Context: an optimization exercise on an open-source flow, tuned for a short achievable clock period and few clock cycles. The choices shown serve that exercise and are no tape-out recipe.
Only simulation tests tie the RTL to the original design; equivalence was not proved.
Power is estimated from default activity; no workload was simulated.

T:
## cmu
module cmu (
        input clk,
        input rst,
        input [31:0] addr_rw,
        input en_r,
        input en_w,
        input [2:0] u_b_h_w,
        input [31:0] data_w,
        output [31:0] data_r,
        output stall,
        output mem_cs_o,
        output mem_we_o,
        output [31:0] mem_addr_o,
        input [31:0] mem_data_i,
        output [31:0] mem_data_o,
        input mem_ack_i
    );
export LEC_CHECK = 0
export CAP_MARGIN = 40
export CORE_MARGIN = 2
export CORE_UTILIZATION = 30
export SLEW_MARGIN = 40
export SYNTH_MEMORY_MAX_BITS = 16384
create_clock -name core_clock -period 27.0 [get_ports {clk}]
standard.sh (not shown) runs the stock make flow with config.mk's settings and CLKGATE_MAP_FILE= SYNTH_SCRIPT=/design/flow/synth_recipe.tcl, a recipe that flattens the netlist after the stock synthesis.
==> flow/flow/run.sh <==
#!/bin/bash
# The standard layout, with changes to how it is made (the constraints are
# unchanged): the pins are placed by flow/io.tcl, ORFS's timing repair is asked
# to keep SETUP_MARGIN ns of setup slack beyond the design's period, the
# resizer may change a cell's footprint, and nets longer than 150 um are
# buffered after placement (flow/wires.tcl).
set -euo pipefail
SETUP_MARGIN=${SETUP_MARGIN:-16}
bash standard.sh synth > synth.log 2>&1
bash standard.sh IO_CONSTRAINTS=$PWD/flow/io.tcl SETUP_SLACK_MARGIN=$SETUP_MARGIN MATCH_CELL_FOOTPRINT=0 \
    POST_RESIZE_TCL=$PWD/flow/wires.tcl finish > layout.log 2>&1
==> flow/flow/io.tcl <==
# Pin placement: the main-memory interface on the right edge, with mem_ack_i in
# the middle of the outputs it selects; the processor interface on the left edge.
set lo {}
set hi {}
for {set i 0} {$i < 16} {incr i} { lappend lo "mem_data_o\[$i\]" "mem_addr_o\[$i\]" }
for {set i 16} {$i < 32} {incr i} { lappend hi "mem_data_o\[$i\]" "mem_addr_o\[$i\]" }
set memgroup [concat $lo [list mem_cs_o mem_ack_i mem_we_o] $hi]
set_io_pin_constraint -pin_names $memgroup -region right:* -group -order
set memin {}
for {set i 0} {$i < 32} {incr i} { lappend memin "mem_data_i\[$i\]" }
set_io_pin_constraint -pin_names $memin -region right:*
set cpu [list stall en_r en_w]
for {set i 0} {$i < 32} {incr i} { lappend cpu "addr_rw\[$i\]" "data_w\[$i\]" "data_r\[$i\]" }
for {set i 0} {$i < 3} {incr i} { lappend cpu "u_b_h_w\[$i\]" }
set_io_pin_constraint -pin_names $cpu -region left:*
==> flow/flow/wires.tcl <==
# After the standard repair_design in placement: also buffer nets longer than
# 150 um, so that no long wire ends on a small gate (antenna rule) and slews
# keep a margin once the wires are routed.
repair_design -max_wire_length 150 -slew_margin 40 -cap_margin 40
T has completed all stages; timing, DRC and antenna checks passed.
Testbench counts of T, summed over its fixed seeds: cycles 335,207.
Setup changes, T to Q
--- a/flow/design.v
+++ b/flow/design.v
@@ -88,46 +88,35 @@
     wire hit = hit0 | hit1;
     wire vway = s_rec;
     wire [TAG_BITS-1:0] v_tag = vway ? s_tag1 : s_tag0;
     wire [5:0] vl = {r_set, vway};
     wire vdirty = s_v0 & s_v1 & (vway ? s_d1 : s_d0);
     wire [5:0] hl = {r_set, hit1};
     wire in_a = a_v & (a_line == hl);
     wire in_b = b_v & (b_line == hl);
     wire arrived = idx[2] & (idx[1:0] > r_word);      
     wire avail = ~in_b & (~in_a | arrived);
-    wire fresh0 = fq_v & (fq_line == {r_set, 1'b0}) & (fq_word == r_word);
-    wire fresh1 = fq_v & (fq_line == {r_set, 1'b1}) & (fq_word == r_word);
-    wire [31:0] sword0 = s_l0[r_word*32 +: 32];
-    wire [31:0] sword1 = s_l1[r_word*32 +: 32];
-    wire [31:0] lword0, lword1;
+    wire fresh = fq_v & (fq_line == hl) & (fq_word == r_word);
+    wire [127:0] hline = hit1 ? s_l1 : s_l0;
+    wire [31:0] sword = hline[r_word*32 +: 32];
+    wire [31:0] lword;
     genvar gb;
     generate
         for (gb = 0; gb < 4; gb = gb + 1) begin : g_lw
-            assign lword0[gb*8 +: 8] = (fresh0 & ~fq_mask[gb]) ? fq_raw[gb*8 +: 8] : sword0[gb*8 +: 8];
-            assign lword1[gb*8 +: 8] = (fresh1 & ~fq_mask[gb]) ? fq_raw[gb*8 +: 8] : sword1[gb*8 +: 8];
+            assign lword[gb*8 +: 8] = (fresh & ~fq_mask[gb]) ? fq_raw[gb*8 +: 8] : sword[gb*8 +: 8];
         end
     endgenerate
-    function [31:0] load_fmt(input [31:0] w, input [1:0] lo, input [2:0] bhw);
-        reg [15:0] h;
-        reg [7:0] c;
-        begin
-            h = lo[1] ? w[31:16] : w[15:0];
-            c = lo[0] ? h[15:8] : h[7:0];
-            load_fmt = bhw[1] ? w :
-                       bhw[0] ? {bhw[2] ? 16'b0 : {16{h[15]}}, h} :
-                                {bhw[2] ? 24'b0 : {24{c[7]}}, c};
-        end
-    endfunction
-    wire [31:0] ld0 = load_fmt(lword0, q_addr[1:0], q_bhw);
-    wire [31:0] ld1 = load_fmt(lword1, q_addr[1:0], q_bhw);
-    assign data_r = hit1 ? ld1 : ld0;
+    wire [15:0] lhalf = q_addr[1] ? lword[31:16] : lword[15:0];
+    wire [7:0]  lbyte = q_addr[0] ? lhalf[15:8] : lhalf[7:0];
+    assign data_r = q_bhw[1] ? lword :
+                    q_bhw[0] ? {q_bhw[2] ? 16'b0 : {16{lhalf[15]}}, lhalf} :
+                               {q_bhw[2] ? 24'b0 : {24{lbyte[7]}}, lbyte};
     wire quiet = ~a_v | (~b_v & (idx == 3'd7));
     wire done = s2v & hit & (q_we | avail) & quiet;
     assign stall = ~done;
     wire st_done = done & q_we;
     wire can_accept = ~b_v & (~a_v | (idx[2] & (a_line != vl))) & ~(fq_v & (fq_line == vl));
     wire alloc = s2v & ~hit & can_accept;
     wire a_last = (idx == 3'd7);
     wire adv = mem_ack_i & a_v;
     wire fill_now = adv & idx[2];
     wire a_free_n = ~a_v | (adv & a_last & ~b_v);    
- The final layout from Q, which completed every stage, passed the timing, DRC and antenna checks at the end of the flow.
- Of T and Q, Q shows the higher combinational fraction of design power, with T below it.
- After detailed routing, T needs less wire than Q.
- When Q is measured against T, its final cell count turns out 1561 lower.
- Compared with T, Q ends up with a smaller final cell area.
- T was routed with fewer vias than Q.
- As of Q, detailed placer's ending HPWL had risen slightly compared to T.
Testbench counts of Q, summed over its fixed seeds: cycles 335,207.

[static timing again, ports no longer ideal]
Ports are ideal in the flow. The routed layouts listed here were re-timed in OpenROAD. Step 1: set_driving_cell puts a clkbuf_16 on clk and a buf_2 on each other input, an assumption about the parent block. Step 2 times the ports against the registers' clock, not the clock port: input delays grow and output delays shrink by t, the midpoint of the rising clock arrivals with the driver on. a / b / c = ideal / step 1 / step 2; a / b = the first two.
| run | t, ns | slack for setup (ns) | worst setup path at the end | latest minus earliest clock arrival (ns) | worst slew at a driven data input, ns |
|---|---|---|---|---|---|
| T | 1.516 | 15.393 / 15.117 / 14.656 | input to register | 0.185 / 0.185 | 0.31 |
| Q | 1.489 | 15.496 / 15.244 / 14.457 | input to register | 0.163 / 0.163 | 0.27 |
After both steps every run listed still meets setup and hold. The setup slack of Q, which loses most, moves by -0.252 ns with the drivers and by -1.039 ns with both steps.
